From an optimization exercise on the open Yosys and OpenROAD flow, aimed at small area and a short achievable clock period; shortcuts taken in it are not production practice. Function was checked by simulation only, so behaviour that the tests miss may differ from the original. The clock port is modelled as an ideal driver, which makes a skipped or thinned clock tree look cheaper than it is; a real chip needs a root buffer or a tree. No activity file was given, so power comes from the tool's default toggle rates.

==> flow/design.v <==
`timescale 1ns / 1ps
module conv( input clk, input data_in, input [1:0]row_in, input [1:0]col_in,
input signed [7:0]data, output reg signed [7:0]out );
reg [7:0] n00, n01, n02, x20, x21, x22;
wire w0 = data_in & (row_in == 2'd0);
wire w2 = data_in & (row_in == 2'd2);
always @(posedge clk) begin
  if (w0 & (col_in == 2'd0)) n00 <= ~data;
  if (w0 & (col_in == 2'd1)) n01 <= ~data;
  if (w0 & (col_in == 2'd2)) n02 <= ~data;
  if (w2 & (col_in == 2'd0)) x20 <= data;
  if (w2 & (col_in == 2'd1)) x21 <= data;
  if (w2 & (col_in == 2'd2)) x22 <= data;
end
wire [10:0] a = {3'b0, x20}, b = {3'b0, x22}, c = {3'b0, n00};
wire [10:0] d = {3'b0, n02}, e = {2'b0, x21, 1'b0}, f = {2'b0, n01, 1'b0};
wire [10:0] s1 = a ^ b ^ c;
wire [10:0] c1 = {(a & b | a & c | b & c), 1'b1};
wire [10:0] s2 = d ^ e ^ f;
wire [10:0] maj2 = d & e | d & f | e & f;    
wire [10:0] c2 = {maj2[9:1], 1'b1, 1'b0};
wire [10:0] s3 = s1 ^ c1 ^ s2;
wire [10:0] c3 = {(s1 & c1 | s1 & s2 | c1 & s2), 1'b1};
wire [10:0] s4 = s3 ^ c3 ^ c2;
wire [10:0] c4 = {(s3 & c3 | s3 & c2 | c3 & c2), 1'b0};
wire [7:0] g = s4[7:0] & c4[7:0];
wire [7:0] p = s4[7:0] ^ c4[7:0];
wire [7:0] g1, p1, g2, p2, g3;
genvar i;
generate for (i = 0; i < 8; i = i + 1) begin : ks
  assign g1[i] = (i >= 1) ? g[i] | p[i] & g[i-1] : g[i];
  assign p1[i] = (i >= 1) ? p[i] & p[i-1] : p[i];
  assign g2[i] = (i >= 2) ? g1[i] | p1[i] & g1[i-2] : g1[i];
  assign p2[i] = (i >= 2) ? p1[i] & p1[i-2] : p1[i];
  assign g3[i] = (i >= 4) ? g2[i] | p2[i] & g2[i-4] : g2[i];
end endgenerate
wire [8:0] cy = {g3, 1'b0};           
wire g1_copy = ~(~s4[1] | ~c4[1]);
wire [7:0] lo = p ^ {cy[7:3], g1_copy, cy[1:0]};
localparam [127:0] HTAB = 128'hfffffffffffffffbfffbb220b2200000;
wire [4:0] hb = {c4[10], c4[9], s4[9], c4[8], s4[8]};
wire [3:0] hf = HTAB[hb*4 +: 4];
wire sat  = cy[8] ? hf[0] : hf[2];
wire pass = cy[8] ? hf[1] : hf[3];
wire hold = data_in;
always @(posedge clk)
  out <= {8{hold}} & out | {8{~hold & sat}} | {8{~hold & pass}} & lo;
endmodule
==> flow/flow/run.sh <==
#!/bin/bash
# The standard ORFS flow (the standard.sh) with these changes:
#  - synthesis without Yosys's early ABC pass (SYNTH_ARGS=-noabc), ABC area script;
#  - extra don't-use cells: sky130_fd_sc_hd__ha_1 sky130_fd_sc_hd__ha_2 sky130_fd_sc_hd__ha_4
#  - port buffers of a chosen cell;
#  - flow/skew.tcl after clock tree synthesis, which delays the clock of the out
#    register (useful skew for the paths from the window registers into it).
# The full output of the tools goes to standard.log here (ORFS's own logs are under orfs/logs).
export SKEW_DRV_CELL=sky130_fd_sc_hd__clkbuf_4
export SKEW_REPAIR_GAIN=0.15
# The platform's don't-use list, then the extra cells.
DU="sky130_fd_sc_hd__lpflow_bleeder_1 sky130_fd_sc_hd__lpflow_clkbufkapwr_1 sky130_fd_sc_hd__lpflow_clkbufkapwr_16 sky130_fd_sc_hd__lpflow_clkbufkapwr_2 sky130_fd_sc_hd__lpflow_clkbufkapwr_4 sky130_fd_sc_hd__lpflow_clkbufkapwr_8 sky130_fd_sc_hd__lpflow_clkinvkapwr_1 sky130_fd_sc_hd__lpflow_clkinvkapwr_16 sky130_fd_sc_hd__lpflow_clkinvkapwr_2 sky130_fd_sc_hd__lpflow_clkinvkapwr_4 sky130_fd_sc_hd__lpflow_clkinvkapwr_8 sky130_fd_sc_hd__lpflow_decapkapwr_12 sky130_fd_sc_hd__lpflow_decapkapwr_3 sky130_fd_sc_hd__lpflow_decapkapwr_4 sky130_fd_sc_hd__lpflow_decapkapwr_6 sky130_fd_sc_hd__lpflow_decapkapwr_8 sky130_fd_sc_hd__lpflow_inputiso0n_1 sky130_fd_sc_hd__lpflow_inputiso0p_1 sky130_fd_sc_hd__lpflow_inputiso1n_1 sky130_fd_sc_hd__lpflow_inputiso1p_1 sky130_fd_sc_hd__lpflow_inputisolatch_1 sky130_fd_sc_hd__lpflow_isobufsrc_1 sky130_fd_sc_hd__lpflow_isobufsrc_16 sky130_fd_sc_hd__lpflow_isobufsrc_2 sky130_fd_sc_hd__lpflow_isobufsrc_4 sky130_fd_sc_hd__lpflow_isobufsrc_8 sky130_fd_sc_hd__lpflow_isobufsrckapwr_16 sky130_fd_sc_hd__lpflow_lsbuf_lh_hl_isowell_tap_1 sky130_fd_sc_hd__lpflow_lsbuf_lh_hl_isowell_tap_2 sky130_fd_sc_hd__lpflow_lsbuf_lh_hl_isowell_tap_4 sky130_fd_sc_hd__lpflow_lsbuf_lh_isowell_4 sky130_fd_sc_hd__lpflow_lsbuf_lh_isowell_tap_1 sky130_fd_sc_hd__lpflow_lsbuf_lh_isowell_tap_2 sky130_fd_sc_hd__lpflow_lsbuf_lh_isowell_tap_4 sky130_fd_sc_hd__probe_p_8 sky130_fd_sc_hd__probec_p_8  sky130_fd_sc_hd__ha_1 sky130_fd_sc_hd__ha_2 sky130_fd_sc_hd__ha_4"
bash standard.sh DONT_USE_CELLS="$DU" SYNTH_ARGS=-noabc ABC_AREA=1 BUFFER_PORTS_ARGS='-buffer_cell sky130_fd_sc_hd__buf_2' CORE_UTILIZATION=60 HOLD_SLACK_MARGIN=0.1 ABC_AREA=0 POST_CTS_TCL=$PWD/flow/skew.tcl finish > standard.log 2>&1
==> flow/flow/skew.tcl <==
# Useful skew for the paths from the window registers into the out register:
# after clock tree synthesis, delay the clock of the out flip-flops with a
# buffer (SKEW_DRV_CELL) and a chain of delay cells in front of it. Each cell
# of the chain is chosen from a list by the worst setup slack it gives, and the
# chain stops when no cell improves that slack.
proc skew_env {name default} {
  if {[info exists ::env($name)] && $::env($name) ne ""} { return $::env($name) }
  return $default
}
set drv_cell [skew_env SKEW_DRV_CELL sky130_fd_sc_hd__clkbuf_4]
set cands [skew_env SKEW_CANDS {sky130_fd_sc_hd__clkdlybuf4s50_1 sky130_fd_sc_hd__clkdlybuf4s25_1 sky130_fd_sc_hd__clkdlybuf4s18_1 sky130_fd_sc_hd__clkdlybuf4s15_1 sky130_fd_sc_hd__clkbuf_1}]
set max_cells [skew_env SKEW_MAX_CELLS 6]

proc skew_ws {} {
  estimate_parasitics -placement
  return [worst_slack -max]
}
proc skew_input_pin {inst} {
  return [get_pins -of_objects [get_cells $inst] -filter "direction == input"]
}

set pins {}
foreach pin [all_registers -clock_pins] {
  if {[string match {out\[*} [get_full_name $pin]]} { lappend pins $pin }
}
puts "skew: [llength $pins] out clock pins"
set ws0 [skew_ws]
puts "skew: worst setup slack without skew $ws0"
set head [insert_buffer -buffer_cell $drv_cell -load_pins $pins -load_pins_on_diff_nets -buffer_name skew_drv -net_name skew_net]
set ws [skew_ws]
puts "skew: driver $head ($drv_cell): worst setup slack $ws"
if {$ws <= $ws0} {
  remove_buffers $head
  estimate_parasitics -placement
  puts "skew: no gain, driver removed"
} else {
  for {set i 0} {$i < $max_cells} {incr i} {
    set x [insert_buffer -buffer_cell [lindex $cands 0] -load_pins [skew_input_pin $head] -buffer_name skew_dly$i -net_name skew_net]
    set best ""
    set best_ws $ws
    foreach c $cands {
      replace_cell $x $c
      set w [skew_ws]
      puts "skew:   $c: $w"
      if {$w > $best_ws + 0.002} { set best $c; set best_ws $w }
    }
    if {$best eq ""} {
      remove_buffers $x
      estimate_parasitics -placement
      puts "skew: no cell improves the slack; chain done"
      break
    }
    replace_cell $x $best
    set head $x
    set ws [skew_ws]
    puts "skew: added $x ($best): worst setup slack $ws"
  }
}
# Optionally, size up cells on the worst paths once the skew is in place.
set gain [skew_env SKEW_REPAIR_GAIN 0]
if {$gain > 0} {
  set ws [skew_ws]
  repair_timing -setup -setup_margin [expr {$ws + $gain}] -sequence [skew_env SKEW_REPAIR_SEQ "sizeup,swap"] -verbose
  puts "skew: after repair, worst setup slack [skew_ws]"
}
foreach n [[ord::get_db_block] getNets] {
  if {[string match skew_net* [$n getName]]} { $n setSigType CLOCK }
}
detailed_placement
check_placement -verbose
estimate_parasitics -placement
puts "skew: final worst setup slack [worst_slack -max]"
==> flow/standard.sh <==
#!/bin/bash
# synth_recipe.tcl (not shown) runs the flow's synth.tcl, then flattens the netlist and writes it again
# the make line also repeats each setting of config.mk as NAME=value (left out here)
make -C /OpenROAD-flow-scripts/flow DESIGN_CONFIG=/design/flow/config.mk WORK_HOME=/design/flow/orfs CLKGATE_MAP_FILE= SYNTH_SCRIPT=/design/flow/synth_recipe.tcl "${@:-finish}"
==> flow/config.mk <==
export PLATFORM = sky130hd
export DESIGN_NAME = conv
export DESIGN_NICKNAME = conv
export VERILOG_FILES = /design/flow/design.v
export SDC_FILE = /design/flow/constraint.sdc
export NUM_CORES = 4
export LEC_CHECK = 0
export CAP_MARGIN = 20
export CORE_MARGIN = 2
export CORE_UTILIZATION = 40
export SLEW_MARGIN = 20
==> flow/constraint.sdc <==
create_clock -name core_clock -period 6.0 [get_ports {clk}]
set_input_delay 1.2000 -clock core_clock [delete_from_list [all_inputs] [get_ports {clk}]]
set_output_delay 1.2000 -clock core_clock [all_outputs]
set_load 0.01 [all_outputs]
==> results of run 1 <==
## stage by stage
step | setup WS [ns] | util (%) | hold slack, ns
2_1_floorplan | 2.83 | - | 0.549
3_3_place_gp | 2.71 | 67.1 | 0.495
3_5_place_dp | 2.60 | 67.1 | 0.503
5_1_grt | 3.22 | 72.5 | 0.201
6_report | 3.33 | 72.5 | 0.129
## where the power goes
group / switching [mW] / internal [mW] / leakage, nW
Sequential: 0.0151 / 0.449 / 0.500
Clock: 0.124 / 0.145 / 0.0655
Combinational: 0.112 / 0.111 / 0.550
Total: 0.250 / 0.705 / 1.12
## layer usage
metal | wire [um] | up-vias
met2 | 2480 | 18
met5 | 0 | -
met4 | 85 | 0
met1 | 1890 | 726
li1 | - | 662
met3 | 88 | 7
## area by class of cell, without the clock buffers
| type | instances | area, um^2 |
|---|---|---|
| tap | 52 | 65.1 |
| timing repair buffer | 26 | 198 |
| clock inverter | 3 | 42.5 |
| sequential | 56 | 1610 |
| multi-input combinational | 99 | 1140 |
| fill | 286 | 1200 |
| inverter | 8 | 30.0 |
## kinds of logic (layout without fill, tap and decap cells)
family,Yosys count,after routing,synth area share (%)
AOI/OAI and AO/OA,21,21,5.86
DFF,56,56,58.6
xor gates and xnor gates,12,12,4.39
buffers and inverters,9,45,1.24
adders and majority gates,31,31,22.3
and+or+nand+nor,35,35,7.64
## path summary, 6_finish.rpt
check             slack [ns]             start              to
setup reg to reg        3.44  x20[4]$_DFFE_PP_  out[1]$_DFF_P_
hold / removal          0.13  x22[0]$_DFFE_PP_  out[0]$_DFF_P_
hold reg to reg         0.13  x22[0]$_DFFE_PP_  out[0]$_DFF_P_
setup / recovery        3.33    out[2]$_DFF_P_          out[2]
## cell usage in the layout (no fill, tap or decap), types with 2 or more instances in the layout
cell and count:
edfxtp_1 48, xnor2_1 6, dlygate4sd3_1 2, fa_1 27, inv_1 8, buf_6 8, nor2_2 2, fa_2 3
nand2_1 5, clkbuf_8 5, buf_2 13, dfxtp_2 8, a21oi_1 3, xor2_1 4, nor3_4 2, nor2_1 8
nor2b_1 8, o22ai_1 8, buf_4 3, o21ai_0 2
## state kept, by name, indices dropped and copies added (netlist names)
signal	cells
out	8
x22	8
n00	8
x20	8
x21	8
n01	8
n02	8
==> flow_metrics.tcl, run 1 <==
set metrics [dict create \
    cp_max_fo 2 \
    numPlacedInstances 239 \
    top_level_ports 22 \
    grt_pass1_vias 1565 \
    end_kind "output port" \
    critical_path_required_ns 4.80 \
    crit_buf_inv 1 \
    clock-sinks 56 \
    clock_skew_ns 0.726 \
    min_period_ns 2.67 \
    async_flop_share_pct 0 \
    synth_warnings 1 \
    syn_area_um2 2740 \
    cts_tree "built" \
    clk_pin_slew_ns 0.09 \
    finalCritPeriodShare_pct 44.5 \
    synth_edf_count 48 \
    die_w_um 71.5 \
    p_leak_nw 1.12 \
    drtAntennaViolNets 0 \
    postSynthCellCount 164 \
    drive_above_1_share_pct 28.5 \
    synthTopCellsByCount "edfxtp_1 (48), fa_1 (30), nor2_1 (9)" \
    gp_congestion 0.821 \
    synth_top_area_share_pct 52.7 \
    peakVddDrop_v 0.000173 \
    vias 1413 \
    ys_seq_elements 56 \
    max_stage_delay_ns 0.36 \
    setup_violations 0 \
    path_delay_family "flip-flops" \
    routed_wl_um 4550 \
    synth_cell_types 35 \
    fmaxAchievable_ghz 0.375 \
    drv_slew 0 \
    top_usage_layer "met2" \
    path_class "reg2out" \
    clock_latency_ns 1.01 \
    wl_per_cell_um 18.0 \
    rsz0062_at_grt "false" \
    grt_usage_pct 20.0 \
    grt_max_degree 18 \
    synth_fp_nets 208 \
    grt_util_met1_pct 25.4 \
    placed_area_um2 2940 \
    path_depth 1 \
    whs_path_depth 3 \
    first_pass_iters 4 \
    fin_total_pwr_mw 0.955 \
    cp-start-kind "register" \
    use_met3_pct 3.09 \
    numPortBuffers 21 \
    area_delta_synth_final_pct 16.3 \
    dr.first_iter.drc_count 42 \
    final_cell_area_um2 3180 \
    die_y_um 71.5 \
    met2_usage_pct 34.9 \
    grt-ovfl-total 0 \
    rows 24 \
    vias_per_cell 5.61 \
    finalHoldViolCount 0 \
    tns_ns 0 \
    hpwl_um 3350 \
    fin_nets 243 \
    reg2reg_depth 9 \
    ys.flop_type "edfxtp_1" \
    coreArea_um2 4380 \
    maxSlewHeadroom_pct 38.8 \
    p_per_area_nw_per_um2 300 \
    yosys-top-cells-area "edfxtp_1 (53%), fa_1 (22%), dfxtp_1 (5.9%), xnor2_1 (1.9%), nor2b_1 (1.8%)" \
    hold_class "reg2reg" \
    critPathSlowestCell "dfxtp_2" \
    start_util_pct 62.4 \
    ys_seq_area_share_pct 58.6 \
    antenna_found_initial 0 \
    maxCapViolCount 0 \
    arrival_ns 1.47 \
    grt_pass1_wl_um 7450 \
    drc 0 \
    syn_avg_cell_area_um2 16.7 \
    die-area_um2 5110 \
    tightest_slew_ns 0.915 \
    status "complete, no violations" \
    stdcell_count 252 \
    critical_path.cell_chain "buf_6" \
    insertedDiodeCount 0 \
    synth_top_cell_by_area "edfxtp_1" \
    synth_most_common_cell "edfxtp_1" \
]
==> run 2, diff against run 1 <==
--- a/flow/flow/run.sh
+++ b/flow/flow/run.sh
@@ -8,6 +8,7 @@
 # The full output of the tools goes to standard.log here (ORFS's own logs are under orfs/logs).
 export SKEW_DRV_CELL=sky130_fd_sc_hd__clkbuf_4
 export SKEW_REPAIR_GAIN=0.15
+export SKEW_OUT_MARGIN=0
 # The platform's don't-use list, then the extra cells.
 DU="sky130_fd_sc_hd__lpflow_bleeder_1 sky130_fd_sc_hd__lpflow_clkbufkapwr_1 sky130_fd_sc_hd__lpflow_clkbufkapwr_16 sky130_fd_sc_hd__lpflow_clkbufkapwr_2 sky130_fd_sc_hd__lpflow_clkbufkapwr_4 sky130_fd_sc_hd__lpflow_clkbufkapwr_8 sky130_fd_sc_hd__lpflow_clkinvkapwr_1 sky130_fd_sc_hd__lpflow_clkinvkapwr_16 sky130_fd_sc_hd__lpflow_clkinvkapwr_2 sky130_fd_sc_hd__lpflow_clkinvkapwr_4 sky130_fd_sc_hd__lpflow_clkinvkapwr_8 sky130_fd_sc_hd__lpflow_decapkapwr_12 sky130_fd_sc_hd__lpflow_decapkapwr_3 sky130_fd_sc_hd__lpflow_decapkapwr_4 sky130_fd_sc_hd__lpflow_decapkapwr_6 sky130_fd_sc_hd__lpflow_decapkapwr_8 sky130_fd_sc_hd__lpflow_inputiso0n_1 sky130_fd_sc_hd__lpflow_inputiso0p_1 sky130_fd_sc_hd__lpflow_inputiso1n_1 sky130_fd_sc_hd__lpflow_inputiso1p_1 sky130_fd_sc_hd__lpflow_inputisolatch_1 sky130_fd_sc_hd__lpflow_isobufsrc_1 sky130_fd_sc_hd__lpflow_isobufsrc_16 sky130_fd_sc_hd__lpflow_isobufsrc_2 sky130_fd_sc_hd__lpflow_isobufsrc_4 sky130_fd_sc_hd__lpflow_isobufsrc_8 sky130_fd_sc_hd__lpflow_isobufsrckapwr_16 sky130_fd_sc_hd__lpflow_lsbuf_lh_hl_isowell_tap_1 sky130_fd_sc_hd__lpflow_lsbuf_lh_hl_isowell_tap_2 sky130_fd_sc_hd__lpflow_lsbuf_lh_hl_isowell_tap_4 sky130_fd_sc_hd__lpflow_lsbuf_lh_isowell_4 sky130_fd_sc_hd__lpflow_lsbuf_lh_isowell_tap_1 sky130_fd_sc_hd__lpflow_lsbuf_lh_isowell_tap_2 sky130_fd_sc_hd__lpflow_lsbuf_lh_isowell_tap_4 sky130_fd_sc_hd__probe_p_8 sky130_fd_sc_hd__probec_p_8  sky130_fd_sc_hd__ha_1 sky130_fd_sc_hd__ha_2 sky130_fd_sc_hd__ha_4"
-bash standard.sh DONT_USE_CELLS="$DU" SYNTH_ARGS=-noabc ABC_AREA=1 BUFFER_PORTS_ARGS='-buffer_cell sky130_fd_sc_hd__buf_2' CORE_UTILIZATION=60 HOLD_SLACK_MARGIN=0.1 ABC_AREA=0 POST_CTS_TCL=$PWD/flow/skew.tcl finish > standard.log 2>&1
+bash standard.sh DONT_USE_CELLS="$DU" SYNTH_ARGS=-noabc ABC_AREA=1 BUFFER_PORTS_ARGS='-buffer_cell sky130_fd_sc_hd__buf_2' CORE_UTILIZATION=60 HOLD_SLACK_MARGIN=0.1  POST_CTS_TCL=$PWD/flow/skew.tcl finish > standard.log 2>&1
--- a/flow/flow/skew.tcl
+++ b/flow/flow/skew.tcl
@@ -10,10 +10,16 @@
 set drv_cell [skew_env SKEW_DRV_CELL sky130_fd_sc_hd__clkbuf_4]
 set cands [skew_env SKEW_CANDS {sky130_fd_sc_hd__clkdlybuf4s50_1 sky130_fd_sc_hd__clkdlybuf4s25_1 sky130_fd_sc_hd__clkdlybuf4s18_1 sky130_fd_sc_hd__clkdlybuf4s15_1 sky130_fd_sc_hd__clkbuf_1}]
 set max_cells [skew_env SKEW_MAX_CELLS 6]
+set skew_out_margin [skew_env SKEW_OUT_MARGIN 0]
 
+# The slack the skew trades: the worst of the paths into the out flip-flops
+# and the paths from them to the output ports.
 proc skew_ws {} {
   estimate_parasitics -placement
-  return [worst_slack -max]
+  set d [get_pins -of_objects $::skew_out_regs -filter "direction == input"]
+  set a [get_property [find_timing_paths -to $d -path_delay max] slack]
+  set b [get_property [find_timing_paths -to [all_outputs] -path_delay max] slack]
+  return [expr {min($a, $b - $::skew_out_margin)}]
 }
 proc skew_input_pin {inst} {
   return [get_pins -of_objects [get_cells $inst] -filter "direction == input"]
@@ -24,6 +30,7 @@
   if {[string match {out\[*} [get_full_name $pin]]} { lappend pins $pin }
 }
 puts "skew: [llength $pins] out clock pins"
+set skew_out_regs [get_cells -of_objects $pins]
 set ws0 [skew_ws]
 puts "skew: worst setup slack without skew $ws0"
 set head [insert_buffer -buffer_cell $drv_cell -load_pins $pins -load_pins_on_diff_nets -buffer_name skew_drv -net_name skew_net]
@@ -59,9 +66,11 @@
 # Optionally, size up cells on the worst paths once the skew is in place.
 set gain [skew_env SKEW_REPAIR_GAIN 0]
 if {$gain > 0} {
-  set ws [skew_ws]
+  estimate_parasitics -placement
+  set ws [worst_slack -max]
   repair_timing -setup -setup_margin [expr {$ws + $gain}] -sequence [skew_env SKEW_REPAIR_SEQ "sizeup,swap"] -verbose
-  puts "skew: after repair, worst setup slack [skew_ws]"
+  estimate_parasitics -placement
+  puts "skew: after repair, worst setup slack [worst_slack -max]"
 }
 foreach n [[ord::get_db_block] getNets] {
   if {[string match skew_net* [$n getName]]} { $n setSigType CLOCK }
==> flow_metrics.tcl, run 2 <==
set metrics [dict create \
    clock-sinks 56 \
    status "stopped before the end" \
    ys.flop_type "edfxtp_1" \
    firstError "Error: cts.tcl, 90 can't read \"::skew_out_regs\": no such variable" \
    postSynthCellCount 233 \
    start_util_pct 61.5 \
    synth_most_common_cell "nand2_1" \
    placed_area_um2 3070 \
    synthTopCellsByCount "nand2_1 (57), edfxtp_1 (48), fa_1 (30)" \
    synth_top_area_share_pct 50.3 \
    hpwl_um 3550 \
    die_y_um 73.1 \
    async_flop_share_pct 0 \
    numPortBuffers 21 \
    syn_area_um2 2870 \
    synth_cell_types 21 \
    failed_stage "clock tree synthesis (4_1_cts)" \
    top_level_ports 22 \
    syn_avg_cell_area_um2 12.3 \
    synth_edf_count 48 \
    rows 25 \
    ys_seq_area_share_pct 55.8 \
    gp_congestion 0.803 \
    dp_slack_ns 2.90 \
    yosys-top-cells-area "edfxtp_1 (50%), fa_1 (21%), nand2_1 (7.5%), dfxtp_1 (5.6%), nand3_1 (3.8%)" \
    synth_warnings 1 \
    ys_seq_elements 56 \
    synth_top_cell_by_area "edfxtp_1" \
    synth_fp_nets 277 \
    die_w_um 73.1 \
]
run 2: how the worst max path moves through the flow:
stage          cells after the start               end        startpoint
2_1_floorplan                     14    out[1]$_DFF_P_  x20[6]$_DFFE_PP_
3_3_place_gp                       6  x20[5]$_DFFE_PP_           data_in
3_5_place_dp                       6  x20[4]$_DFFE_PP_           data_in
run 2: logic make-up after synthesis:
group	Yosys count	share of synthesized area [%]
simple gates	110	17.3
flops	56	55.8
fa+ha+maj	30	20.9
buf+inv	28	3.71
xor+xnor	5	1.53
compound gates	4	0.698
run 2: power by group through the flow:
stage	clock, mW	combinational (mW)	sequential, mW
3_5_place_dp	0	0.217	0.470
3_3_place_gp	0	0.213	0.470
2_1_floorplan	0	0.149	0.480
run 2: stage by stage:
step / cells / util (%)
after global placement: 310 / 65.9
after floorplan: 233 / -
after detailed placement: 310 / 65.9
==> run 3, diff against run 2 <==
--- a/flow/flow/run.sh
+++ b/flow/flow/run.sh
@@ -8,7 +8,7 @@
 # The full output of the tools goes to standard.log here (ORFS's own logs are under orfs/logs).
 export SKEW_DRV_CELL=sky130_fd_sc_hd__clkbuf_4
 export SKEW_REPAIR_GAIN=0.15
-export SKEW_OUT_MARGIN=0
+export SKEW_OUT_MARGIN=0.06
 # The platform's don't-use list, then the extra cells.
 DU="sky130_fd_sc_hd__lpflow_bleeder_1 sky130_fd_sc_hd__lpflow_clkbufkapwr_1 sky130_fd_sc_hd__lpflow_clkbufkapwr_16 sky130_fd_sc_hd__lpflow_clkbufkapwr_2 sky130_fd_sc_hd__lpflow_clkbufkapwr_4 sky130_fd_sc_hd__lpflow_clkbufkapwr_8 sky130_fd_sc_hd__lpflow_clkinvkapwr_1 sky130_fd_sc_hd__lpflow_clkinvkapwr_16 sky130_fd_sc_hd__lpflow_clkinvkapwr_2 sky130_fd_sc_hd__lpflow_clkinvkapwr_4 sky130_fd_sc_hd__lpflow_clkinvkapwr_8 sky130_fd_sc_hd__lpflow_decapkapwr_12 sky130_fd_sc_hd__lpflow_decapkapwr_3 sky130_fd_sc_hd__lpflow_decapkapwr_4 sky130_fd_sc_hd__lpflow_decapkapwr_6 sky130_fd_sc_hd__lpflow_decapkapwr_8 sky130_fd_sc_hd__lpflow_inputiso0n_1 sky130_fd_sc_hd__lpflow_inputiso0p_1 sky130_fd_sc_hd__lpflow_inputiso1n_1 sky130_fd_sc_hd__lpflow_inputiso1p_1 sky130_fd_sc_hd__lpflow_inputisolatch_1 sky130_fd_sc_hd__lpflow_isobufsrc_1 sky130_fd_sc_hd__lpflow_isobufsrc_16 sky130_fd_sc_hd__lpflow_isobufsrc_2 sky130_fd_sc_hd__lpflow_isobufsrc_4 sky130_fd_sc_hd__lpflow_isobufsrc_8 sky130_fd_sc_hd__lpflow_isobufsrckapwr_16 sky130_fd_sc_hd__lpflow_lsbuf_lh_hl_isowell_tap_1 sky130_fd_sc_hd__lpflow_lsbuf_lh_hl_isowell_tap_2 sky130_fd_sc_hd__lpflow_lsbuf_lh_hl_isowell_tap_4 sky130_fd_sc_hd__lpflow_lsbuf_lh_isowell_4 sky130_fd_sc_hd__lpflow_lsbuf_lh_isowell_tap_1 sky130_fd_sc_hd__lpflow_lsbuf_lh_isowell_tap_2 sky130_fd_sc_hd__lpflow_lsbuf_lh_isowell_tap_4 sky130_fd_sc_hd__probe_p_8 sky130_fd_sc_hd__probec_p_8  sky130_fd_sc_hd__ha_1 sky130_fd_sc_hd__ha_2 sky130_fd_sc_hd__ha_4"
 bash standard.sh DONT_USE_CELLS="$DU" SYNTH_ARGS=-noabc ABC_AREA=1 BUFFER_PORTS_ARGS='-buffer_cell sky130_fd_sc_hd__buf_2' CORE_UTILIZATION=60 HOLD_SLACK_MARGIN=0.1  POST_CTS_TCL=$PWD/flow/skew.tcl finish > standard.log 2>&1
==> flow_metrics.tcl, run 3 <==
set metrics [dict create \
    die_w_um 73.1 \
    synth_fp_nets 277 \
    clock-sinks 56 \
    synth_warnings 1 \
    async_flop_share_pct 0 \
    rows 25 \
    synthTopCellsByCount "nand2_1 (57), edfxtp_1 (48), fa_1 (30)" \
    synth-simple-area-share_pct 17.3 \
    syn_area_um2 2870 \
    firstError "Error: cts.tcl, 90 can't read \"::skew_out_regs\": no such variable" \
    hpwl_um 3550 \
    synth_top_family_by_area "adder cells" \
    synth_top_cell_by_area "edfxtp_1" \
    failed_stage "clock tree synthesis (4_1_cts)" \
    synth_top_area_share_pct 50.3 \
    dp_slack_ns 2.90 \
    synth_edf_count 48 \
    muxShareOfSynthArea_pct 0 \
    numPortBuffers 21 \
    yosys-top-cells-area "edfxtp_1 (50%), fa_1 (21%), nand2_1 (7.5%), dfxtp_1 (5.6%), nand3_1 (3.8%)" \
    synth_cell_types 21 \
    status "stopped before the end" \
    ys_seq_elements 56 \
    die_y_um 73.1 \
    numPlacedInstances 310 \
    syn_avg_cell_area_um2 12.3 \
    synth_most_common_cell "nand2_1" \
    top_level_ports 22 \
    start_util_pct 61.5 \
    gp_congestion 0.803 \
    postSynthCellCount 233 \
    ys_seq_area_share_pct 55.8 \
    synth-xor-area-share_pct 1.53 \
    synth_compound_area_share_pct 0.698 \
    synth_fa_ha_area_share_pct 20.9 \
    ys.flop_type "edfxtp_1" \
]
==> run 3: how the worst max path moves through the flow <==
stage / from / endpoint / slack [ns] / cells past startpoint
2_1_floorplan: x20[6]$_DFFE_PP_ / out[1]$_DFF_P_ / 3.20 / 14
3_3_place_gp: data_in / x20[5]$_DFFE_PP_ / 2.96 / 6
3_5_place_dp: data_in / x20[4]$_DFFE_PP_ / 2.90 / 6
==> run 3: power groups by stage <==
stage	Clock [mW]	Sequential (mW)	Combinational [mW]
after floorplan	0	0.480	0.149
after global placement	0	0.470	0.213
after detailed placement	0	0.470	0.217
==> run 3: cell families after synthesis <==
group,after synthesis
AND/OR/NAND/NOR,110
AO/OA/AOI/OAI,4
XOR/XNOR,5
adder cells (fa/ha/maj),30
buffers and inverters,28
flip-flops,56
==> run 3: stage by stage <==
stage | cell area, um^2 | power (mW) | hold WS, ns | utilization [%]
global placement | 3070 | 0.683 | 0.451 | 65.9
floorplan | 2870 | 0.629 | 0.500 | -
detailed placement | 3070 | 0.687 | 0.454 | 65.9
==> run 4, diff against run 3 <==
--- a/flow/flow/skew.tcl
+++ b/flow/flow/skew.tcl
@@ -10,7 +10,7 @@
 set drv_cell [skew_env SKEW_DRV_CELL sky130_fd_sc_hd__clkbuf_4]
 set cands [skew_env SKEW_CANDS {sky130_fd_sc_hd__clkdlybuf4s50_1 sky130_fd_sc_hd__clkdlybuf4s25_1 sky130_fd_sc_hd__clkdlybuf4s18_1 sky130_fd_sc_hd__clkdlybuf4s15_1 sky130_fd_sc_hd__clkbuf_1}]
 set max_cells [skew_env SKEW_MAX_CELLS 6]
-set skew_out_margin [skew_env SKEW_OUT_MARGIN 0]
+set ::skew_out_margin [skew_env SKEW_OUT_MARGIN 0]
 
 # The slack the skew trades: the worst of the paths into the out flip-flops
 # and the paths from them to the output ports.
@@ -30,7 +30,7 @@
   if {[string match {out\[*} [get_full_name $pin]]} { lappend pins $pin }
 }
 puts "skew: [llength $pins] out clock pins"
-set skew_out_regs [get_cells -of_objects $pins]
+set ::skew_out_regs [get_cells -of_objects $pins]
 set ws0 [skew_ws]
 puts "skew: worst setup slack without skew $ws0"
 set head [insert_buffer -buffer_cell $drv_cell -load_pins $pins -load_pins_on_diff_nets -buffer_name skew_drv -net_name skew_net]
==> flow_metrics.tcl, run 4 <==
set metrics [dict create \
    ys.flop_type "edfxtp_1" \
    p_leak_nw 1.32 \
    fin_nets 310 \
    critical_path.cell_chain "fa_1, fa_1, fa_1, inv_1, nand2_1, nand2_2, nand2_2, nor2_1, nor2_2, nand2_1, nand2_1, nand2_4, nand3_1, nand3_1" \
    async_flop_share_pct 0 \
    maxSlewHeadroom_pct 33.9 \
    setup_violations 0 \
    coreArea_um2 4660 \
    maxCapViolCount 0 \
    drtAntennaViolNets 0 \
    synth_most_common_cell "nand2_1" \
    clock-sinks 56 \
    drv_slew 0 \
    path_class "reg2reg" \
    min_period_ns 2.59 \
    die_w_um 73.1 \
    synth_top_cell_by_area "edfxtp_1" \
    nFillCells 355 \
    drc 0 \
    dp_slack_ns 2.90 \
    gp_congestion 0.803 \
    end_kind "register" \
    status "complete, no violations" \
    fmaxAchievable_ghz 0.386 \
    rsz0062_at_grt "false" \
    synth_edf_count 48 \
    tightest_slew_ns 0.985 \
    postSynthCellCount 233 \
    switchingPower_mw 0.268 \
    numPlacedInstances 310 \
    synth_top_area_share_pct 50.3 \
    grt_max_degree 18 \
    vias 1682 \
    first_pass_iters 4 \
    die-area_um2 5350 \
    switching_share_pct 28.4 \
    hpwl_um 3550 \
    grt_usage_pct 20.3 \
    start_util_pct 61.5 \
    grt_pass1_vias 1728 \
    cp-start-kind "register" \
    p_per_area_nw_per_um2 294 \
    syn_avg_cell_area_um2 12.3 \
    placed_area_um2 3070 \
    stdcell_count 321 \
    grt_pass1_wl_um 7780 \
    dr.first_iter.drc_count 57 \
    hold_ws_ns 0.190 \
    final_cell_area_um2 3210 \
    synth_fp_nets 277 \
    seqPwrFrac_pct 48.8 \
    drive_above_1_share_pct 17.6 \
    critPathSlowestCell "fa_1" \
    finalCritPeriodShare_pct 43.2 \
    die_y_um 73.1 \
    final_util_pct 68.9 \
    max_stage_delay_ns 0.58 \
    numPortBuffers 21 \
    critical_path_required_ns 6.66 \
    worst_slack_ns 3.41 \
    arrival_ns 3.25 \
    top_level_ports 22 \
    synth_cell_types 21 \
    clock_skew_ns 0.496 \
    cts_tree "built" \
    fin_total_pwr_mw 0.945 \
    synthTopCellsByCount "nand2_1 (57), edfxtp_1 (48), fa_1 (30)" \
    final_common_cell "nand2_1" \
    routed_wl_um 4830 \
    peakVddDrop_v 0.000173 \
    yosys-top-cells-area "edfxtp_1 (50%), fa_1 (21%), nand2_1 (7.5%), dfxtp_1 (5.6%), nand3_1 (3.8%)" \
    final_cell_mix "nand2_1 (57), edfxtp_1 (48), fa_1 (30), inv_1 (24), nand3_1 (22)" \
    hold_class "reg2reg" \
    rows 25 \
    insertedDiodeCount 0 \
    clk_pin_slew_ns 0.09 \
    cp_max_fo 8 \
    vias_per_cell 5.24 \
    p_clk_share_pct 28.2 \
    ys_seq_area_share_pct 55.8 \
    rrSetupSlack_ns 3.41 \
    wl_per_cell_um 15.1 \
    syn_area_um2 2870 \
    tns_ns 0 \
    area_delta_synth_final_pct 12.0 \
    grt-ovfl-total 0 \
    power.internal_mw 0.677 \
    antenna_found_initial 0 \
    ys_seq_elements 56 \
    combPwrFrac_pct 23.0 \
    synth_warnings 1 \
    finalHoldViolCount 0 \
    clock_latency_ns 0.77 \
]
## run 4: layer usage
metal / vias up / GRT usage, % / routed length, um
li1: 831 / - / -
met2: 21 / 34.0 / 2420
met5: - / 0 / 0
met4: 0 / 6.17 / 70
met3: 8 / 4.83 / 145
met1: 822 / 26.4 / 2200
## run 4: worst paths after layout
| path | from | endpoint | depth (start not counted) |
|---|---|---|---|
| min reg2reg | n02[0]$_DFFE_PP_ | out[0]$_DFF_P_ | 4 |
| max reg2reg | x20[6]$_DFFE_PP_ | out[5]$_DFF_P_ | 14 |
| min | n02[0]$_DFFE_PP_ | out[0]$_DFF_P_ | 4 |
| max | x20[6]$_DFFE_PP_ | out[5]$_DFF_P_ | 14 |
## run 4: cell type report, without the clock buffers
type	instances	area [um^2]	share of cell area (%)
multi-input combinational	149	1180	36.7
inverter	27	101	3.16
sequential	56	1600	49.9
tap	54	67.6	2.10
timing repair buffer	24	128	3.98
clock inverter	3	42.5	1.33
## run 4: kinds of logic (layout without fill, tap and decap cells)
kind of cell	after synthesis	after routing	synth area share [%]
AND/OR/NAND/NOR	110	110	17.3
flip-flops	56	56	55.8
buffers and inverters	28	62	3.71
adder cells (fa/ha/maj)	30	30	20.9
XOR/XNOR	5	5	1.53
AO/OA/AOI/OAI	4	4	0.698
## run 4: power groups by stage
stage	sequential [mW]	clock [mW]	combinational, mW
floorplan	0.480	0	0.149
finish	0.462	0.267	0.217
global route	0.464	0.285	0.249
global placement	0.470	0	0.213
detailed placement	0.470	0	0.217
## run 4: critical path, delay by kind of cell (launching register included)
family	cells	cell delay (ns)
adders and majority gates	3	1.63
and+or+nand+nor	10	0.84
DFF	1	0.41
buffers and inverters	1	0.07
==> run 5, diff against run 4 <==
--- a/flow/flow/run.sh
+++ b/flow/flow/run.sh
@@ -8,7 +8,7 @@
 # The full output of the tools goes to standard.log here (ORFS's own logs are under orfs/logs).
 export SKEW_DRV_CELL=sky130_fd_sc_hd__clkbuf_4
 export SKEW_REPAIR_GAIN=0.15
-export SKEW_OUT_MARGIN=0.06
+export SKEW_OUT_MARGIN=0
 # The platform's don't-use list, then the extra cells.
 DU="sky130_fd_sc_hd__lpflow_bleeder_1 sky130_fd_sc_hd__lpflow_clkbufkapwr_1 sky130_fd_sc_hd__lpflow_clkbufkapwr_16 sky130_fd_sc_hd__lpflow_clkbufkapwr_2 sky130_fd_sc_hd__lpflow_clkbufkapwr_4 sky130_fd_sc_hd__lpflow_clkbufkapwr_8 sky130_fd_sc_hd__lpflow_clkinvkapwr_1 sky130_fd_sc_hd__lpflow_clkinvkapwr_16 sky130_fd_sc_hd__lpflow_clkinvkapwr_2 sky130_fd_sc_hd__lpflow_clkinvkapwr_4 sky130_fd_sc_hd__lpflow_clkinvkapwr_8 sky130_fd_sc_hd__lpflow_decapkapwr_12 sky130_fd_sc_hd__lpflow_decapkapwr_3 sky130_fd_sc_hd__lpflow_decapkapwr_4 sky130_fd_sc_hd__lpflow_decapkapwr_6 sky130_fd_sc_hd__lpflow_decapkapwr_8 sky130_fd_sc_hd__lpflow_inputiso0n_1 sky130_fd_sc_hd__lpflow_inputiso0p_1 sky130_fd_sc_hd__lpflow_inputiso1n_1 sky130_fd_sc_hd__lpflow_inputiso1p_1 sky130_fd_sc_hd__lpflow_inputisolatch_1 sky130_fd_sc_hd__lpflow_isobufsrc_1 sky130_fd_sc_hd__lpflow_isobufsrc_16 sky130_fd_sc_hd__lpflow_isobufsrc_2 sky130_fd_sc_hd__lpflow_isobufsrc_4 sky130_fd_sc_hd__lpflow_isobufsrc_8 sky130_fd_sc_hd__lpflow_isobufsrckapwr_16 sky130_fd_sc_hd__lpflow_lsbuf_lh_hl_isowell_tap_1 sky130_fd_sc_hd__lpflow_lsbuf_lh_hl_isowell_tap_2 sky130_fd_sc_hd__lpflow_lsbuf_lh_hl_isowell_tap_4 sky130_fd_sc_hd__lpflow_lsbuf_lh_isowell_4 sky130_fd_sc_hd__lpflow_lsbuf_lh_isowell_tap_1 sky130_fd_sc_hd__lpflow_lsbuf_lh_isowell_tap_2 sky130_fd_sc_hd__lpflow_lsbuf_lh_isowell_tap_4 sky130_fd_sc_hd__probe_p_8 sky130_fd_sc_hd__probec_p_8  sky130_fd_sc_hd__ha_1 sky130_fd_sc_hd__ha_2 sky130_fd_sc_hd__ha_4"
 bash standard.sh DONT_USE_CELLS="$DU" SYNTH_ARGS=-noabc ABC_AREA=1 BUFFER_PORTS_ARGS='-buffer_cell sky130_fd_sc_hd__buf_2' CORE_UTILIZATION=60 HOLD_SLACK_MARGIN=0.1  POST_CTS_TCL=$PWD/flow/skew.tcl finish > standard.log 2>&1
==> flow_metrics.tcl, run 5 <==
set metrics [dict create \
    tightest_slew_ns 1.01 \
    wl_per_cell_um 15.0 \
    antenna_found_initial 0 \
    ys_seq_area_share_pct 55.8 \
    ys_seq_elements 56 \
    cts_tree "built" \
    dp_slack_ns 2.90 \
    syn_avg_cell_area_um2 12.3 \
    clk_pin_slew_ns 0.09 \
    die-area_um2 5350 \
    cp-start-kind "register" \
    crit_buf_inv 1 \
    p_per_area_nw_per_um2 293 \
    combPwrFrac_pct 23.0 \
    path_class "reg2out" \
    clock_skew_ns 0.640 \
    die_y_um 73.1 \
    clock_latency_ns 0.91 \
    maxSlewHeadroom_pct 32.1 \
    finalCritPeriodShare_pct 43.4 \
    dr.first_iter.drc_count 54 \
    synth_fp_nets 277 \
    top_level_ports 22 \
    hpwl_um 3550 \
    rows 25 \
    switching_share_pct 28.2 \
    final_cell_mix "nand2_1 (57), edfxtp_1 (48), fa_1 (30), inv_1 (24), nand3_1 (22)" \
    synthTopCellsByCount "nand2_1 (57), edfxtp_1 (48), fa_1 (30)" \
    numPortBuffers 21 \
    status "complete, no violations" \
    ys.flop_type "edfxtp_1" \
    max_stage_delay_ns 0.35 \
    fmaxAchievable_ghz 0.384 \
    fin_total_pwr_mw 0.943 \
    setup_violations 0 \
    final_common_cell "nand2_1" \
    critical_path.cell_chain "buf_2" \
    synth_warnings 1 \
    async_flop_share_pct 0 \
    drc 0 \
    placed_area_um2 3070 \
    drtAntennaViolNets 0 \
    switchingPower_mw 0.266 \
    power.internal_mw 0.677 \
    synth_top_cell_by_area "edfxtp_1" \
    cp_max_fo 2 \
    final_util_pct 69.0 \
    fin_nets 310 \
    drv_slew 0 \
    worst_slack_ns 3.40 \
    first_pass_iters 4 \
    vias 1691 \
    start_util_pct 61.5 \
    synth_top_area_share_pct 50.3 \
    hold_class "reg2reg" \
    vias_per_cell 5.27 \
    coreArea_um2 4660 \
    die_w_um 73.1 \
    arrival_ns 1.40 \
    gp_congestion 0.803 \
    peakVddDrop_v 0.000173 \
    clock-sinks 56 \
    yosys-top-cells-area "edfxtp_1 (50%), fa_1 (21%), nand2_1 (7.5%), dfxtp_1 (5.6%), nand3_1 (3.8%)" \
    numPlacedInstances 310 \
    tns_ns 0 \
    maxCapViolCount 0 \
    p_clk_share_pct 28.0 \
    grt_usage_pct 20.3 \
    drive_above_1_share_pct 17.6 \
    area_delta_synth_final_pct 12.2 \
    postSynthCellCount 233 \
    critical_path_required_ns 4.80 \
    synth_most_common_cell "nand2_1" \
    critPathSlowestCell "dfxtp_1" \
    insertedDiodeCount 0 \
    seqPwrFrac_pct 49.0 \
    syn_area_um2 2870 \
    p_leak_nw 1.33 \
    min_period_ns 2.60 \
    finalHoldViolCount 0 \
    path_delay_family "flip-flops" \
    grt_pass1_vias 1725 \
    end_kind "output port" \
    grt_max_degree 18 \
    grt-ovfl-total 0 \
    stdcell_count 321 \
    grt_pass1_wl_um 7780 \
    hold_ws_ns 0.135 \
    final_cell_area_um2 3220 \
    synth_edf_count 48 \
    routed_wl_um 4820 \
    rsz0062_at_grt "false" \
    synth_cell_types 21 \
]
-- run 5: changes by cell type in the layout (fill, tap and decap cells not counted) --
cell | before | now
clkbuf_1 | 1 | 0
clkdlybuf4s25_1 | 1 | 0
clkdlybuf4s50_1 | 0 | 1
dlygate4sd3_1 | 0 | 1
-- run 5: kinds of logic after synthesis --
group / Yosys count / share of synthesized area [%]
and+or+nand+nor: 110 / 17.3
DFF: 56 / 55.8
xor gates and xnor gates: 5 / 1.53
AOI/OAI and AO/OA: 4 / 0.698
buffers and inverters: 28 / 3.71
adders and majority gates: 30 / 20.9
-- run 5: worst paths after layout --
kind | slack, ns | start | endpoint | cells after the start
setup / recovery | 3.40 | out[6]$_DFF_P_ | out[6] | 1
hold / removal | 0.14 | n02[0]$_DFFE_PP_ | out[1]$_DFF_P_ | 5
setup reg to reg | 3.56 | x20[6]$_DFFE_PP_ | out[5]$_DFF_P_ | 14
hold reg to reg | 0.14 | n02[0]$_DFFE_PP_ | out[1]$_DFF_P_ | 5
-- run 5: worst min-delay path, stage by stage (launching register included) --
cell      delay [ns]
edfxtp_1        0.41
nand2_1         0.09
xor2_1          0.06
inv_1           0.05
nand3_1         0.08
nand3_1         0.06
-- run 5: power groups by stage --
stage	clock network [mW]	logic, mW	registers, mW
after floorplan	0	0.149	0.480
after global placement	0	0.213	0.470
after detailed placement	0	0.217	0.470
after global routing	0.282	0.250	0.464
final	0.264	0.217	0.462
-- run 5: routing by layer --
| layer | track usage (%) | vias to the layer above | wire length, um |
|---|---|---|---|
| li1 | - | 828 | - |
| met1 | 26.4 | 828 | 2140 |
| met2 | 34.0 | 28 | 2430 |
| met3 | 4.83 | 7 | 192 |
| met4 | 6.17 | 0 | 60 |
| met5 | 0 | - | 0 |
-- run 5: cell type report, without the clock buffers --
type | count | area, um^2
multi-input cells | 149 | 1180
well taps | 54 | 67.6
flip-flops and latches | 56 | 1600
inverters | 27 | 101
repair buffers | 25 | 138
clock inverters | 3 | 42.5
fillers | 354 | 1440
==> run 6, diff against run 5 <==
==> flow/flow/run.sh (replaced) <==
#!/bin/bash
# The standard ORFS flow (the standard.sh) with these changes:
#  - synthesis without Yosys's early ABC pass (SYNTH_ARGS=-noabc), ABC area script;
#  - extra don't-use cells: sky130_fd_sc_hd__ha_1 sky130_fd_sc_hd__ha_2 sky130_fd_sc_hd__ha_4
#  - port buffers of a chosen cell;
#  - flow/skew.tcl after clock tree synthesis: optionally (TREE_N > 0) it first
#    replaces the clock tree by TREE_N buffers on the clock port (flow/tree.tcl); which delays the clock of the out
#    register (useful skew for the paths from the window registers into it).
# The full output of the tools goes to standard.log here (ORFS's own logs are under orfs/logs).
export SKEW_DRV_CELL=sky130_fd_sc_hd__clkbuf_4
export SKEW_REPAIR_GAIN=0.15
export SKEW_OUT_MARGIN=0
export TREE_N=4
export TREE_CELL=sky130_fd_sc_hd__clkbuf_8
# The platform's don't-use list, then the extra cells.
DU="sky130_fd_sc_hd__lpflow_bleeder_1 sky130_fd_sc_hd__lpflow_clkbufkapwr_1 sky130_fd_sc_hd__lpflow_clkbufkapwr_16 sky130_fd_sc_hd__lpflow_clkbufkapwr_2 sky130_fd_sc_hd__lpflow_clkbufkapwr_4 sky130_fd_sc_hd__lpflow_clkbufkapwr_8 sky130_fd_sc_hd__lpflow_clkinvkapwr_1 sky130_fd_sc_hd__lpflow_clkinvkapwr_16 sky130_fd_sc_hd__lpflow_clkinvkapwr_2 sky130_fd_sc_hd__lpflow_clkinvkapwr_4 sky130_fd_sc_hd__lpflow_clkinvkapwr_8 sky130_fd_sc_hd__lpflow_decapkapwr_12 sky130_fd_sc_hd__lpflow_decapkapwr_3 sky130_fd_sc_hd__lpflow_decapkapwr_4 sky130_fd_sc_hd__lpflow_decapkapwr_6 sky130_fd_sc_hd__lpflow_decapkapwr_8 sky130_fd_sc_hd__lpflow_inputiso0n_1 sky130_fd_sc_hd__lpflow_inputiso0p_1 sky130_fd_sc_hd__lpflow_inputiso1n_1 sky130_fd_sc_hd__lpflow_inputiso1p_1 sky130_fd_sc_hd__lpflow_inputisolatch_1 sky130_fd_sc_hd__lpflow_isobufsrc_1 sky130_fd_sc_hd__lpflow_isobufsrc_16 sky130_fd_sc_hd__lpflow_isobufsrc_2 sky130_fd_sc_hd__lpflow_isobufsrc_4 sky130_fd_sc_hd__lpflow_isobufsrc_8 sky130_fd_sc_hd__lpflow_isobufsrckapwr_16 sky130_fd_sc_hd__lpflow_lsbuf_lh_hl_isowell_tap_1 sky130_fd_sc_hd__lpflow_lsbuf_lh_hl_isowell_tap_2 sky130_fd_sc_hd__lpflow_lsbuf_lh_hl_isowell_tap_4 sky130_fd_sc_hd__lpflow_lsbuf_lh_isowell_4 sky130_fd_sc_hd__lpflow_lsbuf_lh_isowell_tap_1 sky130_fd_sc_hd__lpflow_lsbuf_lh_isowell_tap_2 sky130_fd_sc_hd__lpflow_lsbuf_lh_isowell_tap_4 sky130_fd_sc_hd__probe_p_8 sky130_fd_sc_hd__probec_p_8  sky130_fd_sc_hd__ha_1 sky130_fd_sc_hd__ha_2 sky130_fd_sc_hd__ha_4"
bash standard.sh DONT_USE_CELLS="$DU" SYNTH_ARGS=-noabc ABC_AREA=1 BUFFER_PORTS_ARGS='-buffer_cell sky130_fd_sc_hd__buf_2' CORE_UTILIZATION=60 HOLD_SLACK_MARGIN=0.1  POST_CTS_TCL=$PWD/flow/skew.tcl finish > standard.log 2>&1
--- a/flow/flow/skew.tcl
+++ b/flow/flow/skew.tcl
@@ -25,6 +25,11 @@
   return [get_pins -of_objects [get_cells $inst] -filter "direction == input"]
 }
 
+# Optionally replace the clock tree first (flow/tree.tcl).
+if {[skew_env TREE_N 0] > 0} {
+  source [file join [file dirname [info script]] tree.tcl]
+  estimate_parasitics -placement
+}
 set pins {}
 foreach pin [all_registers -clock_pins] {
   if {[string match {out\[*} [get_full_name $pin]]} { lappend pins $pin }
==> flow/flow/tree.tcl (new file) <==
# Replace the clock tree that CTS built with TREE_N clock buffers (TREE_CELL),
# each driven by the clock port and driving the clock pins of one group of
# flip-flops (groups by recursive bisection of their positions).
proc tree_env {name default} {
  if {[info exists ::env($name)] && $::env($name) ne ""} { return $::env($name) }
  return $default
}
proc tree_center {it} {
  set b [[$it getInst] getBBox]
  return [list [expr {([$b xMin] + [$b xMax]) / 2}] [expr {([$b yMin] + [$b yMax]) / 2}]]
}
# split a list of iterms into n groups, alternating the axis
proc tree_split {its n axis} {
  if {$n <= 1} { return [list $its] }
  set keyed {}
  foreach it $its { lappend keyed [list [lindex [tree_center $it] $axis] $it] }
  set sorted {}
  foreach k [lsort -integer -index 0 $keyed] { lappend sorted [lindex $k 1] }
  set n1 [expr {$n / 2}]
  set cut [expr {([llength $sorted] * $n1) / $n}]
  set a [lrange $sorted 0 [expr {$cut - 1}]]
  set b [lrange $sorted $cut end]
  return [concat [tree_split $a $n1 [expr {1 - $axis}]] [tree_split $b [expr {$n - $n1}] [expr {1 - $axis}]]]
}
set block [ord::get_db_block]
set clk_port_net [[$block findBTerm clk] getNet]
set master [[ord::get_db] findMaster [tree_env TREE_CELL sky130_fd_sc_hd__clkbuf_8]]
set nbuf [tree_env TREE_N 3]
set sinks {}
foreach inst [$block getInsts] {
  if {[string match {sky130_fd_sc_hd__*df*} [[$inst getMaster] getName]]} {
    lappend sinks [$inst findITerm CLK]
  }
}
# the old tree: every other instance on the clock nets
set old_nets {}
foreach n [$block getNets] {
  if {[$n getSigType] eq "CLOCK" && $n ne $clk_port_net} { lappend old_nets $n }
}
set old_insts {}
foreach n [concat [list $clk_port_net] $old_nets] {
  foreach it [$n getITerms] {
    set i [$it getInst]
    if {![string match {sky130_fd_sc_hd__*df*} [[$i getMaster] getName]] && [lsearch -exact $old_insts $i] < 0} { lappend old_insts $i }
  }
}
foreach it $sinks { $it disconnect }
foreach i $old_insts { puts "tree: removing [$i getName] ([[$i getMaster] getName])"; odb::dbInst_destroy $i }
foreach n $old_nets { if {[llength [$n getITerms]] == 0} { odb::dbNet_destroy $n } }
set k 0
foreach group [tree_split $sinks $nbuf 0] {
  set sx 0; set sy 0
  foreach it $group { lassign [tree_center $it] x y; incr sx $x; incr sy $y }
  set buf [odb::dbInst_create $block $master clk_tree_buf$k]
  $buf setLocation [expr {$sx / [llength $group]}] [expr {$sy / [llength $group]}]
  $buf setPlacementStatus PLACED
  set net [odb::dbNet_create $block clk_tree_net$k]
  $net setSigType CLOCK
  [$buf findITerm A] connect $clk_port_net
  [$buf findITerm X] connect $net
  foreach it $group { $it connect $net }
  puts "tree: clk_tree_buf$k ([$master getName]) drives [llength $group] clock pins"
  incr k
}
==> flow_metrics.tcl, run 6 <==
set metrics [dict create \
    tightest_slew_ns 0.943 \
    cp-start-kind "input port" \
    vias_per_cell 5.33 \
    rrSetupSlack_ns 3.57 \
    grt_max_degree 15 \
    die-area_um2 5350 \
    antenna_found_initial 0 \
    peakVddDrop_v 0.000186 \
    finalHoldViolCount 0 \
    drtAntennaViolNets 0 \
    synth_top_cell_by_area "edfxtp_1" \
    final_cell_mix "nand2_1 (57), edfxtp_1 (48), fa_1 (30), inv_1 (24), nand3_1 (22)" \
    area_delta_synth_final_pct 9.86 \
    grt_usage_pct 20.2 \
    rsz0062_at_grt "false" \
    critical_path.cell_chain "buf_2, clkinv_1, nor2_1, nand2_1, nor3_2, buf_4" \
    async_flop_share_pct 0 \
    ys_seq_area_share_pct 55.8 \
    ys.flop_type "edfxtp_1" \
    clock_skew_ns 0.644 \
    ys_seq_elements 56 \
    insertedDiodeCount 0 \
    synth_top_family_by_area "adder cells" \
    yosys-top-cells-area "edfxtp_1 (50%), fa_1 (21%), nand2_1 (7.5%), dfxtp_1 (5.6%), nand3_1 (3.8%)" \
    switchingPower_mw 0.236 \
    syn_area_um2 2870 \
    synth_most_common_cell "nand2_1" \
    first_pass_iters 4 \
    top_level_ports 22 \
    clock-sinks 56 \
    finalCritPeriodShare_pct 44.9 \
    synth_fp_nets 277 \
    syn_avg_cell_area_um2 12.3 \
    seqPwrFrac_pct 54.3 \
    min_period_ns 2.69 \
    gp_congestion 0.803 \
    final_cell_area_um2 3150 \
    die_w_um 73.1 \
    clk_pin_slew_ns 0.09 \
    switching_share_pct 27.8 \
    numPortBuffers 21 \
    reg2reg_from "x20[6]$_DFFE_PP_" \
    clock_latency_ns 0.77 \
    end_kind "register" \
    fin_total_pwr_mw 0.850 \
    drv_slew 0 \
    critPathSlowestCell "nor3_2" \
    maxCapViolCount 0 \
    grt_pass1_vias 1669 \
    nFillCells 360 \
    area.sequential_um2 1600 \
    hold_ws_ns 0.0398 \
    setup_violations 0 \
    start_util_pct 61.5 \
    fmaxAchievable_ghz 0.371 \
    hold_class "reg2reg" \
    p_leak_nw 1.30 \
    final_common_cell "nand2_1" \
    tns_ns 0 \
    muxShareOfSynthArea_pct 0 \
    path_class "in2reg" \
    combPwrFrac_pct 25.5 \
    drc 0 \
    worst_slack_ns 3.31 \
    numPlacedInstances 310 \
    max_stage_delay_ns 0.31 \
    placed_area_um2 3070 \
    dp_slack_ns 2.90 \
    grt-ovfl-total 0 \
    synthTopCellsByCount "nand2_1 (57), edfxtp_1 (48), fa_1 (30)" \
    crit_buf_inv 3 \
    stdcell_count 316 \
    synth_compound_area_share_pct 0.698 \
    synth-xor-area-share_pct 1.53 \
    status "complete, no violations" \
    synth_top_area_share_pct 50.3 \
    maxSlewHeadroom_pct 36.8 \
    drive_above_1_share_pct 16.8 \
    synth_cell_types 21 \
    synth_fa_ha_area_share_pct 20.9 \
    critPathLaunch "data_in" \
    wl_per_cell_um 14.9 \
    die_y_um 73.1 \
    critical_path_required_ns 5.83 \
    vias 1683 \
    postSynthCellCount 233 \
    min_from "n02[0]$_DFFE_PP_" \
    grt_pass1_wl_um 7660 \
    power.internal_mw 0.614 \
    multi_input_area_um2 1180 \
    p_clk_share_pct 20.2 \
    hpwl_um 3550 \
    coreArea_um2 4660 \
    synth_warnings 1 \
    synth-simple-area-share_pct 17.3 \
    rows 25 \
    final_util_pct 67.6 \
    fin_nets 308 \
    cp_max_fo 10 \
    routed_wl_um 4720 \
    synth_edf_count 48 \
    p_per_area_nw_per_um2 270 \
    dr.first_iter.drc_count 67 \
    arrival_ns 2.53 \
    path_delay_family "buffers and inverters" \
]
==> run 6: changes by cell type in the layout (fill, tap and decap cells not counted) <==
cell / before / now
bufinv_16: 1 / 0
dlygate4sd3_1: 1 / 0
clkinv_1: 3 / 2
clkbuf_8: 5 / 4
clkinv_4: 1 / 0
==> run 6: worst register-to-register path, stage by stage, from the launching register on <==
cell and delay [ns]:
edfxtp_1 0.40, fa_1 0.53, fa_1 0.52, fa_1 0.58, inv_1 0.07, nand2_1 0.07
nand2_2 0.07, nand2_2 0.08, nor2_1 0.05, nor2_2 0.10, nand2_1 0.09, nand2_1 0.08
nand2_1 0.06, nand2_2 0.14, nand3_1 0.10
==> run 6: metal layers <==
| metal | GRT usage, % | vias to the layer above | share of wire (%) |
|---|---|---|---|
| li1 | - | 820 | - |
| met1 | 26.9 | 830 | 46 |
| met2 | 33.9 | 28 | 50 |
| met3 | 3.31 | 5 | 2.3 |
| met4 | 6.79 | 0 | 1.4 |
| met5 | 0 | - | 0 |
==> run 6: worst paths after layout <==
| path | endpoint | depth (start not counted) |
|---|---|---|
| setup / recovery | x20[3]$_DFFE_PP_ | 6 |
| setup reg to reg | out[5]$_DFF_P_ | 14 |
| hold reg to reg | out[0]$_DFF_P_ | 4 |
| hold / removal | out[0]$_DFF_P_ | 4 |
==> run 6: final cells by class, without the clock buffers <==
type / instances / area share, %
buffer: 4 / 1.75
inverter: 27 / 3.22
multi-input combinational: 149 / 37.5
sequential: 56 / 50.8
tap: 54 / 2.14
timing repair buffer: 24 / 4.05
==> run 6: cells by family (layout without fill, tap and decap cells) <==
kind of cell | after synthesis | in the layout
xor+xnor | 5 | 5
flops | 56 | 56
buf+inv | 28 | 57
simple gates | 110 | 110
compound gates | 4 | 4
fa+ha+maj | 30 | 30
==> run 6: power by group through the flow <==
stage	Clock, mW	Combinational (mW)	Sequential (mW)
6_report	0.172	0.217	0.461
2_1_floorplan	0	0.149	0.480
3_3_place_gp	0	0.213	0.470
3_5_place_dp	0	0.217	0.470
5_1_grt	0.187	0.249	0.464
==> run 7, diff against run 6 <==
--- a/flow/flow/run.sh
+++ b/flow/flow/run.sh
@@ -8,9 +8,10 @@
 #    register (useful skew for the paths from the window registers into it).
 # The full output of the tools goes to standard.log here (ORFS's own logs are under orfs/logs).
 export SKEW_DRV_CELL=sky130_fd_sc_hd__clkbuf_4
-export SKEW_REPAIR_GAIN=0.15
+export SKEW_REPAIR_GAIN=0
 export SKEW_OUT_MARGIN=0
 export TREE_N=4
+export SKEW_INPUT_EXTRA=0.05
 export TREE_CELL=sky130_fd_sc_hd__clkbuf_8
 # The platform's don't-use list, then the extra cells.
 DU="sky130_fd_sc_hd__lpflow_bleeder_1 sky130_fd_sc_hd__lpflow_clkbufkapwr_1 sky130_fd_sc_hd__lpflow_clkbufkapwr_16 sky130_fd_sc_hd__lpflow_clkbufkapwr_2 sky130_fd_sc_hd__lpflow_clkbufkapwr_4 sky130_fd_sc_hd__lpflow_clkbufkapwr_8 sky130_fd_sc_hd__lpflow_clkinvkapwr_1 sky130_fd_sc_hd__lpflow_clkinvkapwr_16 sky130_fd_sc_hd__lpflow_clkinvkapwr_2 sky130_fd_sc_hd__lpflow_clkinvkapwr_4 sky130_fd_sc_hd__lpflow_clkinvkapwr_8 sky130_fd_sc_hd__lpflow_decapkapwr_12 sky130_fd_sc_hd__lpflow_decapkapwr_3 sky130_fd_sc_hd__lpflow_decapkapwr_4 sky130_fd_sc_hd__lpflow_decapkapwr_6 sky130_fd_sc_hd__lpflow_decapkapwr_8 sky130_fd_sc_hd__lpflow_inputiso0n_1 sky130_fd_sc_hd__lpflow_inputiso0p_1 sky130_fd_sc_hd__lpflow_inputiso1n_1 sky130_fd_sc_hd__lpflow_inputiso1p_1 sky130_fd_sc_hd__lpflow_inputisolatch_1 sky130_fd_sc_hd__lpflow_isobufsrc_1 sky130_fd_sc_hd__lpflow_isobufsrc_16 sky130_fd_sc_hd__lpflow_isobufsrc_2 sky130_fd_sc_hd__lpflow_isobufsrc_4 sky130_fd_sc_hd__lpflow_isobufsrc_8 sky130_fd_sc_hd__lpflow_isobufsrckapwr_16 sky130_fd_sc_hd__lpflow_lsbuf_lh_hl_isowell_tap_1 sky130_fd_sc_hd__lpflow_lsbuf_lh_hl_isowell_tap_2 sky130_fd_sc_hd__lpflow_lsbuf_lh_hl_isowell_tap_4 sky130_fd_sc_hd__lpflow_lsbuf_lh_isowell_4 sky130_fd_sc_hd__lpflow_lsbuf_lh_isowell_tap_1 sky130_fd_sc_hd__lpflow_lsbuf_lh_isowell_tap_2 sky130_fd_sc_hd__lpflow_lsbuf_lh_isowell_tap_4 sky130_fd_sc_hd__probe_p_8 sky130_fd_sc_hd__probec_p_8  sky130_fd_sc_hd__ha_1 sky130_fd_sc_hd__ha_2 sky130_fd_sc_hd__ha_4"
--- a/flow/flow/skew.tcl
+++ b/flow/flow/skew.tcl
@@ -68,6 +68,22 @@
     puts "skew: added $x ($best): worst setup slack $ws"
   }
 }
+# Optionally, repair the paths from the input ports alone (the skew does not
+# change them) up to the slack the skew reached, plus SKEW_INPUT_EXTRA.
+set in_extra [skew_env SKEW_INPUT_EXTRA ""]
+if {$in_extra ne ""} {
+  set target [expr {[skew_ws] + $in_extra}]
+  set d [get_pins -of_objects $::skew_out_regs -filter "direction == input"]
+  set_false_path -setup -to $d
+  set_false_path -setup -to [all_outputs]
+  estimate_parasitics -placement
+  puts "skew: input paths: worst slack [worst_slack -max], target $target"
+  repair_timing -setup -setup_margin $target -verbose
+  unset_path_exceptions -setup -to $d
+  unset_path_exceptions -setup -to [all_outputs]
+  estimate_parasitics -placement
+  puts "skew: after input repair, worst setup slack [worst_slack -max]"
+}
 # Optionally, size up cells on the worst paths once the skew is in place.
 set gain [skew_env SKEW_REPAIR_GAIN 0]
 if {$gain > 0} {
==> flow_metrics.tcl, run 7 <==
set metrics [dict create \
    status "complete, no violations" \
    grt-ovfl-total 0 \
    critical_path.cell_chain "buf_2, nand2_1, nor3_2" \
    whs_path_depth 4 \
    synth_compound_area_share_pct 0.698 \
    grt_usage_pct 20.3 \
    nFillCells 357 \
    area_delta_synth_final_pct 10.7 \
    path_class "in2reg" \
    critPathSlowestCell "nor3_2" \
    synthTopCellsByCount "nand2_1 (57), edfxtp_1 (48), fa_1 (30)" \
    synth-simple-area-share_pct 17.3 \
    async_flop_share_pct 0 \
    setup_violations 0 \
    rsz0062_at_grt "false" \
    gp_congestion 0.803 \
    synth-xor-area-share_pct 1.53 \
    postSynthCellCount 233 \
    synth_fa_ha_area_share_pct 20.9 \
    maxCapViolCount 0 \
    die_y_um 73.1 \
    ys_seq_area_share_pct 55.8 \
    yosys-top-cells-area "edfxtp_1 (50%), fa_1 (21%), nand2_1 (7.5%), dfxtp_1 (5.6%), nand3_1 (3.8%)" \
    drc 0 \
    first_pass_iters 4 \
    rrSetupSlack_ns 3.60 \
    max_stage_delay_ns 0.75 \
    tightest_slew_ns 0.962 \
    tns_ns 0 \
    rows 25 \
    die-area_um2 5350 \
    syn_avg_cell_area_um2 12.3 \
    syn_area_um2 2870 \
    clk_pin_slew_ns 0.09 \
    reg2reg_from "x20[6]$_DFFE_PP_" \
    dr.first_iter.drc_count 47 \
    synth_edf_count 48 \
    min_from "n02[0]$_DFFE_PP_" \
    critical_path_required_ns 5.75 \
    antenna_found_initial 0 \
    synth_fp_nets 277 \
    grt_max_degree 15 \
    final_common_cell "nand2_1" \
    grt_pass1_vias 1684 \
    worstReg2RegEnd "out[5]$_DFF_P_" \
    top_level_ports 22 \
    vias_per_cell 5.27 \
    drtAntennaViolNets 0 \
    synth_top_area_share_pct 50.3 \
    drive_above_1_share_pct 17.8 \
    finalCritPeriodShare_pct 43.0 \
    routed_wl_um 4740 \
    reg2reg_depth 14 \
    fmaxAchievable_ghz 0.388 \
    finalHoldViolCount 0 \
    min_period_ns 2.58 \
    clock-sinks 56 \
    insertedDiodeCount 0 \
    vias 1675 \
    end_kind "register" \
    numPortBuffers 21 \
    clock_latency_ns 0.77 \
    ys_seq_elements 56 \
    wl_per_cell_um 14.9 \
    synth_cell_types 21 \
    cp_max_fo 10 \
    maxSlewHeadroom_pct 35.5 \
    hold_ws_ns 0.0402 \
    final_util_pct 68.1 \
    p_per_area_nw_per_um2 268 \
    synth_top_family_by_area "adder cells" \
    final_cell_area_um2 3180 \
    synth_most_common_cell "nand2_1" \
    final_cell_mix "nand2_1 (57), edfxtp_1 (48), fa_1 (30), inv_1 (24), nand3_1 (22)" \
    p_leak_nw 1.31 \
    arrival_ns 2.33 \
    peakVddDrop_v 0.000187 \
    cp-start-kind "input port" \
    synth_top_cell_by_area "edfxtp_1" \
    multi_input_area_um2 1190 \
    start_util_pct 61.5 \
    grt_pass1_wl_um 7690 \
    area.sequential_um2 1600 \
    fin_nets 310 \
    hold_class "reg2reg" \
    ys.flop_type "edfxtp_1" \
    muxShareOfSynthArea_pct 0 \
    hpwl_um 3550 \
    min_to "out[0]$_DFF_P_" \
    die_w_um 73.1 \
    placed_area_um2 3070 \
    clock_skew_ns 0.645 \
    coreArea_um2 4660 \
    synth_warnings 1 \
    drv_slew 0 \
]
## run 7: worst max-delay path: cells and delay by family
family	cells	cell delay, ns
buf+inv	1	0.21
simple gates	2	0.91
## run 7: layout make-up, without the clock buffers
cell class / instances / share of cell area (%)
flip-flops and latches: 56 / 50.4
multi-input cells: 149 / 37.4
repair buffers: 26 / 4.49
inverters: 27 / 3.31
well taps: 54 / 2.13
plain buffers: 4 / 1.73
## run 7: how the worst max path moves through the flow
stage,start,to,slack (ns),cells past startpoint
floorplan,x20[6]$_DFFE_PP_,out[1]$_DFF_P_,3.20,14
global placement,data_in,x20[5]$_DFFE_PP_,2.96,6
detailed placement,data_in,x20[4]$_DFFE_PP_,2.90,6
global route,data_in,n00[0]$_DFFE_PP_,3.33,3
finish,data_in,n00[0]$_DFFE_PP_,3.42,3
## run 7: cells by family (layout without fill, tap and decap cells)
family | Yosys count | in the layout
simple gates | 110 | 110
buf+inv | 28 | 59
flops | 56 | 56
xor+xnor | 5 | 5
fa+ha+maj | 30 | 30
compound gates | 4 | 4
## run 7: per-layer routing
layer,track usage [%],vias up,wire length (um)
met5,0,-,0
met4,6.79,0,68
met3,3.31,5,87
met2,34.3,19,2370
met1,26.8,829,2210
li1,-,822,-
## run 7: metrics by stage
step	power, mW	setup slack, ns	cells
global placement	0.683	2.96	310
finish	0.851	3.42	318
floorplan	0.629	3.20	233
detailed placement	0.687	2.90	310
global route	0.901	3.33	318
## run 7: where the power goes
| group | total [mW] | switching (mW) | internal (mW) |
|---|---|---|---|
| Sequential | 0.461 | 0.0122 | 0.449 |
| Clock | 0.172 | 0.0919 | 0.0798 |
| Combinational | 0.218 | 0.132 | 0.0856 |
| Total | 0.851 | 0.236 | 0.615 |

Check on run 7: ideal ports give 3.423 ns setup slack; a clkbuf_16 on the clock port and buf_2 on the inputs give 3.456 ns; moving port delays by the midpoint clock arrival (0.501 ns) as well gives 2.954 ns. Its clock arrivals span 0.179 to 0.824 ns, so the last figure is rough.
